This is an optimization exercise on Yosys and OpenROAD, whose aim is small area, not a production implementation.
Function was checked by simulation only, so behaviour that the tests miss may differ from the original.
No driver is modelled on the clock port, so clocking that relies on it looks cheaper here than on a real chip.
Power figures rest on the tool's default switching activity, not on a simulated workload.

`flow/config.mk`:
```
export PLATFORM = sky130hd
export DESIGN_NAME = jtag
export DESIGN_NICKNAME = jtag
export VERILOG_FILES = /design/flow/design.v
export SDC_FILE = /design/flow/constraint.sdc
export NUM_CORES = 4
export LEC_CHECK = 0
export CAP_MARGIN = 0
export CORE_MARGIN = 2
export CORE_UTILIZATION = 80
export SLEW_MARGIN = 0
```
`flow/constraint.sdc`:
```
create_clock -name core_clock -period 10.0 [get_ports {TCK}]
set_input_delay 2.0000 -clock core_clock [delete_from_list [all_inputs] [get_ports {TCK}]]
set_output_delay 2.0000 -clock core_clock [all_outputs]
set_load 0.01 [all_outputs]
```
`flow/design.v`:
```
module jtag (
	input TCK,
	input TDI,
	output TDO,
	input TMS,
	input HREADY,
	input HRESP,
	input [31:0] HRDATA,
	output HWRITE,
	output [1:0] HTRANS,
	output [31:0] HWDATA,
	output [31:0] HADDR
);
  localparam [3:0] TEST_LOGIC_RESET = 4'hf,
    RUN_TEST_IDLE = 4'hc,
    SELECT_DR_SCAN = 4'h7,
    CAPTURE_DR = 4'h6,
    SHIFT_DR = 4'h2,
    EXIT_1_DR = 4'h1,
    PAUSE_DR = 4'h3,
    EXIT_2_DR = 4'h0,
    UPDATE_DR = 4'h5,
    SELECT_IR_SCAN = 4'h4,
    CAPTURE_IR = 4'he,
    SHIFT_IR = 4'ha,
    EXIT_1_IR = 4'h9,
    PAUSE_IR = 4'hb,
    EXIT_2_IR = 4'h8,
    UPDATE_IR = 4'hd;
  localparam [2:0] I_BYPASS = 3'b000, I_OTHER = 3'b010, I_IDCODE = 3'b001,
                   I_WDATA = 3'b011, I_ADDR = 3'b100, I_RDATA = 3'b110;
  reg [3:0] state;
  reg [2:0] ins;
  reg [31:0] sr;      
  reg [31:0] ar;      
  reg bp;             
  reg act;            
  always @(posedge TCK)
    case (state)
      TEST_LOGIC_RESET: state <= TMS ? TEST_LOGIC_RESET : RUN_TEST_IDLE;
      RUN_TEST_IDLE:    state <= TMS ? SELECT_DR_SCAN : RUN_TEST_IDLE;
      SELECT_DR_SCAN:   state <= TMS ? SELECT_IR_SCAN : CAPTURE_DR;
      CAPTURE_DR:       state <= TMS ? EXIT_1_DR : SHIFT_DR;
      SHIFT_DR:         state <= TMS ? EXIT_1_DR : SHIFT_DR;
      EXIT_1_DR:        state <= TMS ? UPDATE_DR : PAUSE_DR;
      PAUSE_DR:         state <= TMS ? EXIT_2_DR : PAUSE_DR;
      EXIT_2_DR:        state <= TMS ? UPDATE_DR : SHIFT_DR;
      UPDATE_DR:        state <= TMS ? SELECT_DR_SCAN : RUN_TEST_IDLE;
      SELECT_IR_SCAN:   state <= TMS ? TEST_LOGIC_RESET : CAPTURE_IR;
      CAPTURE_IR:       state <= TMS ? EXIT_1_IR : SHIFT_IR;
      SHIFT_IR:         state <= TMS ? EXIT_1_IR : SHIFT_IR;
      EXIT_1_IR:        state <= TMS ? UPDATE_IR : PAUSE_IR;
      PAUSE_IR:         state <= TMS ? EXIT_2_IR : PAUSE_IR;
      EXIT_2_IR:        state <= TMS ? UPDATE_IR : SHIFT_IR;
      default:          state <= TMS ? SELECT_DR_SCAN : RUN_TEST_IDLE;  
    endcase
  wire tlr   = state == TEST_LOGIC_RESET;
  wire cap_dr = state == CAPTURE_DR;
  wire sh_dr = state == SHIFT_DR;
  wire upd_dr = state == UPDATE_DR;
  wire cap_ir = state == CAPTURE_IR;
  wire sh_ir = state == SHIFT_IR;
  wire upd_ir = state == UPDATE_IR;
  wire is_b = ins == I_BYPASS;
  wire is_i = ins[0] && !ins[1];         
  wire is_s = ins[0];                    
  wire is_a = ins[2] && !ins[1];         
  wire is_r = ins[2] && ins[1];          
  wire hw = ins[0];                      
  wire is_x = ins[1] && (ins[0] || ins[2]);  
  wire [3:0] ir = sr[31:28];
  reg [2:0] dec;
  always @*
    case (ir)
      4'b0000: dec = I_BYPASS;
      4'b1000: dec = I_IDCODE;
      4'b0100: dec = I_ADDR;
      4'b1100: dec = I_WDATA;
      4'b0010: dec = I_RDATA;
      default: dec = I_OTHER;
    endcase
  always @(posedge TCK)
    if (tlr) ins <= I_BYPASS;
    else if (upd_ir) ins <= dec;
  wire s_cap = cap_ir || (cap_dr && is_s);
  wire s_sh = sh_ir || (sh_dr && is_s);
  wire s_capi = cap_dr && is_i;
  wire s_hold = !(s_cap || s_sh);
  always @(posedge TCK)
    sr <= ({32{s_capi}} & 32'hf0f0f0f0) | ({32{s_sh}} & {TDI, sr[31:1]}) | ({32{s_hold}} & sr);
  wire a_sh = sh_dr && is_a;
  wire a_hold = !(a_sh || tlr);
  always @(posedge TCK)
    ar <= ({32{a_sh}} & {TDI, ar[31:1]}) | ({32{a_hold}} & ar);
  reg [31:0] rq;
  reg rp;
  wire r_sh = sh_dr && is_r;
  wire r_ld = act && !hw;
  wire r_hold = !(r_sh || r_ld || tlr);
  wire r_in = TDI ^ rp;                  
  always @(posedge TCK)
    rq <= ~(({32{r_sh}} & {r_in, rq[31:1]}) | ({32{r_ld}} & HRDATA) | ({32{r_hold}} & rq));
  always @(posedge TCK)
    rp <= tlr || r_ld || !rp;
  wire rd0 = rq[0] ^ rp;
  always @(posedge TCK)
    if (tlr || (cap_dr && is_b)) bp <= 1'b0;
    else if (sh_dr && is_b) bp <= TDI;
  always @(posedge TCK)
    act <= upd_dr && HREADY && is_x;
  assign HTRANS = {act, 1'b0};
  assign HWRITE = hw;
  assign HADDR = ar;
  assign HWDATA = sr;
  assign TDO = ins[2] ? (ins[1] ? rd0 : ar[0]) : (ins[0] ? sr[0] : bp);
endmodule
```
`flow/flow/run.sh`:
```
#!/bin/bash
# Own layout flow: the standard flow (standard.sh) with
#  - synthesis (flow/my_synth.tcl) that maps the logic with each ABC script
#    flow/abc_*.script and keeps the smallest mapping; registers are mapped
#    before ABC runs, so they are the standard synthesis's,
#  - single-drive buffers (buf_1) on the ports,
#  - the clock distributed by flow/clock_tree.tcl after CTS (which is told by
#    flow/cts_skip.tcl to leave the clock alone): the registers are split by
#    position into four groups, each driven by one inv_16, all driven by one
#    inv_4 on the clock port; the two inversions keep every register on the
#    rising edge.
# Every tool's output goes to the ORFS logs under orfs/logs, and make's own
# output to standard_flow.log.
set -euo pipefail
here=$(pwd)
export MY_ABC_SCRIPTS="$(ls $here/flow/abc_*.script | tr '\n' ' ')"
export PRE_CTS_TCL=$here/flow/cts_skip.tcl POST_CTS_TCL=$here/flow/clock_tree.tcl MY_CLK_K=5 MY_CLK_LEAF=sky130_fd_sc_hd__inv_8 MY_CLK_ROOT=sky130_fd_sc_hd__inv_4
export BUFFER_PORTS_ARGS="-buffer_cell sky130_fd_sc_hd__buf_1"
export CTS_ARGS="-sink_clustering_enable -repair_clock_nets -dont_use_dummy_load"
sed "s#SYNTH_SCRIPT=[^ ]*#SYNTH_SCRIPT=$here/flow/my_synth.tcl #" standard.sh > my_standard.sh
grep -q "my_synth.tcl" my_standard.sh
bash my_standard.sh > standard_flow.log 2>&1
```
`flow/flow/abc_a3.script`:
```
&get -n
&st
&dch -f
&nf -R 1000
&put
topo
```
`flow/flow/abc_b4.script`:
```
&get -n
&st
&dc2
&dch -f
&nf -R 1000
&put
topo
```
`flow/flow/abc_c3.script`:
```
&get -n
&st
&syn2
&dc2
&dch -f
&nf -R 1000
&put
topo
```
`flow/flow/abc_e2.script`:
```
&get -n
&st
&deepsyn -T 20
&dch -f
&nf -R 1000
&put
topo
```
`flow/flow/abc_e4.script`:
```
&get -n
&st
&deepsyn -T 20
&dch -f
&nf -R 1000 -p
&put
topo
```
`flow/flow/clock_tree.tcl`:
```
# Clock distribution made before CTS: the registers are split into MY_CLK_K
# groups by position (k-means). The clock port drives one inverter
# (MY_CLK_ROOT); it drives one inverter (MY_CLK_LEAF) per group at the
# group's centre, which drives the group's registers. The two inversions
# leave every register on the clock's rising edge. This runs after CTS (which
# was told to skip the clock), so the inverters are not cloned by CTS's
# repair_clock_inverters; the new cells are then legalized here.
set block [ord::get_db_block]
set db [ord::get_db]
set dbu [[ord::get_db_tech] getDbUnitsPerMicron]
set K $::env(MY_CLK_K)
set clk [$block findNet TCK]
set sinks {}
foreach it [$clk getITerms] {
  set b [[$it getInst] getBBox]
  lappend sinks [list [expr {([$b xMin] + [$b xMax]) / 2.0}] [expr {([$b yMin] + [$b yMax]) / 2.0}] $it]
}
set n [llength $sinks]
set sorted [lsort -real -index 0 $sinks]
set cent {}
for {set k 0} {$k < $K} {incr k} {
  set p [lindex $sorted [expr {int(($k + 0.5) * $n / $K)}]]
  lappend cent [list [lindex $p 0] [lindex $p 1]]
}
for {set iter 0} {$iter < 50} {incr iter} {
  set sx {}; set sy {}; set sc {}
  for {set k 0} {$k < $K} {incr k} { lappend sx 0.0; lappend sy 0.0; lappend sc 0 }
  set assign {}
  foreach p $sinks {
    set best 0; set bd 1e30
    for {set k 0} {$k < $K} {incr k} {
      set c [lindex $cent $k]
      set d [expr {abs([lindex $p 0] - [lindex $c 0]) + abs([lindex $p 1] - [lindex $c 1])}]
      if {$d < $bd} { set bd $d; set best $k }
    }
    lappend assign $best
    lset sx $best [expr {[lindex $sx $best] + [lindex $p 0]}]
    lset sy $best [expr {[lindex $sy $best] + [lindex $p 1]}]
    lset sc $best [expr {[lindex $sc $best] + 1}]
  }
  for {set k 0} {$k < $K} {incr k} {
    if {[lindex $sc $k] > 0} {
      lset cent $k [list [expr {[lindex $sx $k] / [lindex $sc $k]}] [expr {[lindex $sy $k] / [lindex $sc $k]}]]
    }
  }
}
proc place_at {inst x y} {
  $inst setLocation [expr {int($x)}] [expr {int($y)}]
  $inst setPlacementStatus PLACED
}
# root inverter, at the centre of the group centres
set rx 0.0; set ry 0.0
foreach c $cent { set rx [expr {$rx + [lindex $c 0] / $K}]; set ry [expr {$ry + [lindex $c 1] / $K}] }
set root [odb::dbInst_create $block [$db findMaster $::env(MY_CLK_ROOT)] clkroot_inv]
set rootnet [odb::dbNet_create $block clknet_root]
$rootnet setSigType CLOCK
[$root findITerm A] connect $clk
[$root findITerm Y] connect $rootnet
place_at $root $rx $ry
set skip [list TCK clknet_root]
for {set k 0} {$k < $K} {incr k} {
  set leaf [odb::dbInst_create $block [$db findMaster $::env(MY_CLK_LEAF)] clkleaf_inv$k]
  set net [odb::dbNet_create $block clknet_leaf$k]
  $net setSigType CLOCK
  [$leaf findITerm A] connect $rootnet
  [$leaf findITerm Y] connect $net
  set c [lindex $cent $k]
  place_at $leaf [lindex $c 0] [lindex $c 1]
  set m 0
  foreach p $sinks a $assign {
    if {$a == $k} {
      set it [lindex $p 2]
      $it disconnect
      $it connect $net
      incr m
    }
  }
  puts "clock group $k: $m registers, inverter at [expr {[lindex $c 0] / $dbu}] [expr {[lindex $c 1] / $dbu}]"
  lappend skip clknet_leaf$k
}
global_connect
detailed_placement
check_placement -verbose
estimate_parasitics -placement
```
`flow/flow/cts_skip.tcl`:
```
set_cts_config -skip_nets TCK
```
`flow/flow/my_synth.tcl`:
```
# The standard flow's synthesis script (synth_recipe.tcl), except that Yosys's abc pass is
# run once with each ABC script listed in MY_ABC_SCRIPTS (area-oriented
# mappings) and the mapping with the smallest cell area is kept. Registers are
# mapped before abc runs, so they are the same as in the standard synthesis.
proc synth {args} { yosys synth -nofsm -noshare {*}$args }
proc abc {args} {
  set i [lsearch -exact $args -script]
  set l [lsearch -exact $args -liberty]
  if { $i < 0 || $l < 0 || ![info exists ::env(MY_ABC_SCRIPTS)] } {
    yosys abc {*}$args
    return
  }
  set lib [lindex $args [expr {$l + 1}]]
  yosys design -save abc_in
  set best_area 1e30
  set best ""
  foreach script $::env(MY_ABC_SCRIPTS) {
    yosys design -load abc_in
    set a $args
    lset a [expr {$i + 1}] $script
    yosys abc {*}$a
    set rpt [yosys tee -q -s result.string stat -liberty $lib]
    if { ![regexp {Chip area for module [^:]*: ([0-9.]+)} $rpt -> area] } { continue }
    puts "abc with $script: cell area $area"
    if { $area < $best_area } {
      set best_area $area
      set best $script
      yosys design -save abc_best
    }
  }
  puts "abc: keeping the mapping of $best (cell area $best_area)"
  yosys design -load abc_best
}
source $::env(SCRIPTS_DIR)/synth.tcl
# left out here: clear keep_hierarchy, flatten, clean up, hide names made inside functions, write 1_2_yosys.v
```
`flow/standard.sh`:
```
#!/bin/bash
# synth_recipe.tcl (not shown) runs the flow's synth.tcl, then flattens the netlist and writes it again
# the make line also repeats each setting of config.mk as NAME=value (left out here)
make -C /OpenROAD-flow-scripts/flow DESIGN_CONFIG=/design/flow/config.mk WORK_HOME=/design/flow/orfs CLKGATE_MAP_FILE= SYNTH_SCRIPT=/design/flow/synth_recipe.tcl "${@:-finish}"
```
==> results of run 1 <==
==> cell families after synthesis <==
kind of cell	Yosys count
compound gates	108
xor+xnor	2
buf+inv	4
flops	106
mux	1
other cells	1
simple gates	36
==> out/summary.txt, run 1 <==
Mean Syn Cell Area: 12.9 um2
Syn Inst Count: 258
FFs w/ async S/R, synth: 0
Post-Synth Simple-Gate Area: 0.0508
Top_reg_cell synth: dfxtp_1
Starting density of the core: 0.832
Run Error: [ERROR GPL-0301] Utilization 101.445 % exceeds 100%.
Port Buf Inserts: 102
DIE WIDTH: 68.5 um
Compound-Gate Fraction of Synth Area: 0.295
#FFs+latches synth: 106
Yosys top cell area share: 0.638
Sequential area share after synthesis: 0.638
Unique masters post-synth: 27
Mapped Area: 0.00333 mm2
Xor/xnor share of the synthesized area: 0.00527
Die H: 68.5 um
Top-count cell post-synth: dfxtp_1
Most area-hungry cell type in the Yosys netlist: dfxtp_1
Exit stage: global placement (3_3_place_gp)
Post-synth net total: 295
YS warnings: 1
Io pins: 105
Post-synthesis mux area share: 0.00301
Site Rows: 23
Adder-Cell Fraction of Synth Area: 0
Outcome: aborted with a tool error
Synth cell count leaders: dfxtp_1 (106), a22o_1 (48), a222oi_1 (32)
EDFF count, synth: 0
Largest family of logic cells by synthesized area: compound AO/OA/AOI/OAI gates
Synth top area cells: dfxtp_1 (64%), a22o_1 (13%), a222oi_1 (9.6%)
==> inputs of run 2 (changes only) <==
--- a/flow/config.mk
+++ b/flow/config.mk
@@ -7,5 +7,5 @@
 export LEC_CHECK = 0
 export CAP_MARGIN = 0
 export CORE_MARGIN = 2
-export CORE_UTILIZATION = 80
+export CORE_UTILIZATION = 70
 export SLEW_MARGIN = 0
==> out/summary.txt, run 2 <==
CP Max Fanout: 7
FF-to-FF path depth: 6
Fin. max-slew vios: 0
Fin crit period: 3.21 ns
Site Rows: 25
Mean Syn Cell Area: 12.9 um2
YS warnings: 1
Clock power frac: 0.142
Worst-Skew Late Latency: 0.24 ns
Most frequent cells in the layout: dfxtp_1 (106), buf_1 (102), a22o_1 (48)
Max Cap Viol: 0
Most area-hungry cell type in the Yosys netlist: dfxtp_1
Top_reg_cell synth: dfxtp_1
Routed Antenna Nets: 0
Design Area, Final: 0.00387 mm2
R2r startpoint: state[1]
R2R Path End: ar[31]
Sequential area share after synthesis: 0.638
TNS Setup: 0 ns
Outcome: no timing/DRC/antenna violations
Dpl hpwl: 4600 um
Cell total after placement: 415
Clock slew at reported path FFs: 0.10 ns
Net Sw Power: 0.000382 W
Initial antenna violation count: 0
Part of the power in registers: 0.602
Critical path launch point type: register
Hold Path Class: register to register
DR WL/cell: 16.5 um
WL final: 6930 um
Logic pwr share: 0.255
Unique masters post-synth: 27
Worst slew pin tran: 1.26 ns
Critical Path Sink: TDO
Pleak: 1.50 nW
Mapped Area: 0.00333 mm2
Top-count cell post-synth: dfxtp_1
Crit path DAT: 1.21 ns
Nets: 406
Io pins: 105
Fmax: 0.311 GHz
Net Sw Frac: 0.357
DRC viols: 0
Vias per inst: 6.52
Routability cong.: 0.770
GRT Resource Usage Total: 0.234
RSZ-0062 raised after global routing: false
Synthesis-to-layout area growth: 16.3%
Iteration-0 DRC Markers: 353
Setup-failing EPs final: 0
Clock skew: 0.0120 ns
R2R Setup Slk: 7.20 ns
Port Buf Inserts: 102
Crit path launch: ins[0]
Global-route wire length before repair: 10,400 um
Ratio of cells with drive above 1 in the final layout: 0.0409
Crit end category: output port
Slew margin rel.: 0.154
Die H: 72.9 um
Vias: 2,745
Yosys top cell area share: 0.638
DIE AREA: 0.00532 mm2
DIE WIDTH: 72.9 um
Largest registers: ar: 32 flops, rq: 32 flops, sr: 32 flops
Core Area: 0.00466 mm2
Post-synth net total: 295
Synth top area cells: dfxtp_1 (64%), a22o_1 (13%), a222oi_1 (9.6%)
Largest net degree at the start of global routing: 35
Final period utilization: 0.321
Int Pwr: 0.000688 W
Syn Inst Count: 258
EDFF count, synth: 0
Grt ovf: 0
Non-filler cells, final: 421
Antenna cells: 0
Crit path required time: 8.00 ns
Post-DP Area: 0.00381 mm2
#FFs+latches synth: 106
Count of final hold-check violations: 0
P per Cell Area: 277 mW/mm2
Synth cell count leaders: dfxtp_1 (106), a22o_1 (48), a222oi_1 (32)
Commonest non-fill, non-tap cell in the layout: dfxtp_1
Crit path kind: register to output port
Number of global-route vias before repair: 2,242
Starting density of the core: 0.714
Maximum VDD drop: 197 uV
DRT Pass-1 Iters: 8
FFs w/ async S/R, synth: 0
-- run 2: cell counts after synthesis --
No cell type changed its count.
-- run 2: how the worst min path moves through the flow --
stage / from / endpoint / slack, ns / cells past startpoint
after floorplan: rp / rp / 0.39 / 1
after global placement: rp / rp / 0.40 / 1
after detailed placement: rp / rp / 0.41 / 1
after global routing: rq[1] / rq[1] / 0.46 / 1
final: rp / rp / 0.43 / 1
-- run 2: final cells by class --
class                   count  area [um2]
flip-flops and latches    106        2120
multi-input cells         148        1200
fillers                   299         792
repair buffers            105         405
inverters                   8        70.1
well taps                  54        67.6
-- run 2: power by group through the flow --
stage	clock network, W	registers (W)	logic, W
final	0.000152	0.000645	0.000273
after global routing	0.000172	0.000656	0.000305
after detailed placement	0	0.000649	0.000275
after global placement	0	0.000643	0.000265
after floorplan	0	0.000645	0.000180
-- run 2: logic make-up after synthesis --
kind of cell	synth area share
AOI/OAI and AO/OA	0.295
xor gates and xnor gates	0.00527
buffers and inverters	0.00677
DFF	0.638
muxes	0.00301
other	0.00113
and+or+nand+nor	0.0508
-- run 2: worst max-delay path, stage by stage (launching register included) --
cell and delay [ns]:
dfxtp_1 0.52, mux2i_1 0.12, o21ai_0 0.15, buf_1 0.18
-- run 2: metal layers --
layer	global-route usage	part of all wire	up-vias
li1	-	-	1314
met1	0.327	0.43	1304
met2	0.399	0.48	121
met3	0.0345	0.078	6
met4	0.0288	0.0074	0
met5	0	0	-
-- run 2: per-stage QoR --
stage / setup WS [ns] / total power, W / hold WS [ns] / utilization
2_1_floorplan: 6.39 / 0.000825 / 0.395 / -
3_3_place_gp: 7.10 / 0.000908 / 0.400 / 0.817
3_5_place_dp: 7.06 / 0.000923 / 0.413 / 0.817
5_1_grt: 6.73 / 0.00113 / 0.458 / 0.830
6_report: 6.79 / 0.00107 / 0.435 / 0.830
==> inputs of run 3 (changes only) <==
--- a/flow/flow/run.sh
+++ b/flow/flow/run.sh
@@ -6,7 +6,7 @@
 #  - single-drive buffers (buf_1) on the ports,
 #  - the clock distributed by flow/clock_tree.tcl after CTS (which is told by
 #    flow/cts_skip.tcl to leave the clock alone): the registers are split by
-#    position into four groups, each driven by one inv_16, all driven by one
+#    position into five groups, each driven by one inv_8, all driven by one
 #    inv_4 on the clock port; the two inversions keep every register on the
 #    rising edge.
 # Every tool's output goes to the ORFS logs under orfs/logs, and make's own
==> out/summary.txt, run 3 <==
DRT Pass-1 Iters: 8
Antenna cells: 0
Initial antenna violation count: 0
Yosys top cell area share: 0.638
Worst-Skew Late Latency: 0.24 ns
Routability cong.: 0.770
Overall power: 0.00107 W
Slowest cell on crit path: dfxtp_1
Hold Path Class: register to register
Pleak: 1.50 nW
Io pins: 105
Top_reg_cell synth: dfxtp_1
DIE AREA: 0.00532 mm2
Site Rows: 25
FFs w/ async S/R, synth: 0
Syn Inst Count: 258
Die H: 72.9 um
Starting density of the core: 0.714
Vias per inst: 6.52
Most frequent cells in the layout: dfxtp_1 (106), buf_1 (102), a22o_1 (48)
Most area-hungry cell type in the Yosys netlist: dfxtp_1
Count of final hold-check violations: 0
Iteration-0 DRC Markers: 353
Largest stage delay, worst path: 0.52 ns
YS warnings: 1
Synth top area cells: dfxtp_1 (64%), a22o_1 (13%), a222oi_1 (9.6%)
FF-to-FF path depth: 6
CP cell instances: mux2i_1 > o21ai_0 > buf_1
Crit path required time: 8.00 ns
Critical path launch point type: register
Crit path DAT: 1.21 ns
GRT Resource Usage Total: 0.234
Unique masters post-synth: 27
Routed Antenna Nets: 0
DRC viols: 0
Post-synthesis mux area share: 0.00301
Hold slack: 0.435 ns
R2r startpoint: state[1]
Worst slew pin tran: 1.26 ns
Post-Synth Simple-Gate Area: 0.0508
Mean Syn Cell Area: 12.9 um2
Vias: 2,745
DR WL/cell: 16.5 um
Largest family of logic cells by synthesized area: compound AO/OA/AOI/OAI gates
Maximum VDD drop: 197 uV
Fin. max-slew vios: 0
Adder-Cell Fraction of Synth Area: 0
Commonest non-fill, non-tap cell in the layout: dfxtp_1
Design Area, Final: 0.00387 mm2
Post-synth net total: 295
Ratio of cells with drive above 1 in the final layout: 0.0409
Global-route wire length before repair: 10,400 um
Final period utilization: 0.321
Dpl hpwl: 4600 um
Sequential area share after synthesis: 0.638
P per Cell Area: 277 mW/mm2
Crit path kind: register to output port
WL final: 6930 um
CP Max Fanout: 7
TNS Setup: 0 ns
Nets: 406
Top-count cell post-synth: dfxtp_1
Crit end category: output port
Fin util: 0.830
Clock skew: 0.0120 ns
Synth cell count leaders: dfxtp_1 (106), a22o_1 (48), a222oi_1 (32)
Crit path launch: ins[0]
Core Area: 0.00466 mm2
RSZ-0062 raised after global routing: false
Critical Path Sink: TDO
Xor/xnor share of the synthesized area: 0.00527
R2R Path End: ar[31]
DIE WIDTH: 72.9 um
Mapped Area: 0.00333 mm2
Outcome: no timing/DRC/antenna violations
EDFF count, synth: 0
Fin crit period: 3.21 ns
Clock slew at reported path FFs: 0.10 ns
Post-DP Area: 0.00381 mm2
Synthesis-to-layout area growth: 16.3%
Port Buf Inserts: 102
Largest net degree at the start of global routing: 35
#FFs+latches synth: 106
R2R Setup Slk: 7.20 ns
Setup-failing EPs final: 0
Fmax: 0.311 GHz
Compound-Gate Fraction of Synth Area: 0.295
Slew margin rel.: 0.154
Grt ovf: 0
Number of global-route vias before repair: 2,242
Largest registers: ar: 32 flops, rq: 32 flops, sr: 32 flops
Max Cap Viol: 0
run 3: cell counts after synthesis:
No cell type changed its count.
run 3: how the worst min path moves through the flow:
stage / slack, ns / startpoint / end / cells after the start
global route: 0.46 / rq[1] / rq[1] / 1
finish: 0.43 / rp / rp / 1
floorplan: 0.39 / rp / rp / 1
global placement: 0.40 / rp / rp / 1
detailed placement: 0.41 / rp / rp / 1
run 3: report_power, final:
group          internal, W  switching (W)  leakage (nW)
Clock            0.0000192       0.000133        0.0347
Combinational     0.000121       0.000152         0.592
Sequential        0.000548      0.0000967         0.870
run 3: cell type report:
class                           count  area [um2]
Multi-Input combinational cell    148        1200
Tap cell                           54        67.6
Timing Repair Buffer              105         405
Inverter                            8        70.1
Sequential cell                   106        2120
Fill cell                         299         792
run 3: layer usage:
metal  vias to the layer above  routed length [um]  track usage  share of wire
met4                         0                  51       0.0288         0.0074
met1                      1304                2990        0.327           0.43
met2                       121                3350        0.399           0.48
li1                       1314                   -            -              -
met3                         6                 540       0.0345          0.078
met5                         -                   0            0              0
run 3: cell families (layout without fill, tap and decap cells):
| kind of cell | Yosys count | in the layout |
|---|---|---|
| XOR/XNOR | 2 | 2 |
| flip-flops | 106 | 106 |
| multiplexers | 1 | 1 |
| AND/OR/NAND/NOR | 36 | 36 |
| other | 1 | 1 |
| AO/OA/AOI/OAI | 108 | 108 |
| buffers and inverters | 4 | 113 |
run 3: worst max-delay path, delay by kind of cell, from the launching register on:
family                 cells  cell delay, ns
DFF                        1            0.52
buffers and inverters      1            0.18
AOI/OAI and AO/OA          1            0.15
muxes                      1            0.12
run 3: stage by stage:
| stage | worst slack, ns | instances |
|---|---|---|
| after detailed placement | 7.06 | 415 |
| final | 6.79 | 421 |
| after floorplan | 6.39 | 258 |
| after global placement | 7.10 | 415 |
| after global routing | 6.73 | 421 |

[what the ideal ports hide]
Ports are ideal in the flow. The routed layouts listed here were re-timed in OpenROAD.
Step 1 sets driving cells, clkbuf_16 on the clock port and buf_2 on the other inputs (assumed; they add their load-dependent delay and slew).
Step 2 times the ports against the registers' clock, not the clock port: input delays grow and output delays shrink by t, the midpoint of the rising clock arrivals with the driver on.
Slacks: ideal / step 1 / step 2; pairs: ideal / step 1.
run | shift t [ns] | setup slack, ns | worst setup path at the end | latest minus earliest clock arrival (ns) | worst slew at a driven data input, ns
run 2 | 0.270 | 6.787 / 6.754 / 7.024 | register to output | 0.013 / 0.013 | 0.05
run 3 | 0.270 | 6.787 / 6.754 / 7.024 | register to output | 0.013 / 0.013 | 0.05
After both steps setup and hold are still met in every run listed.
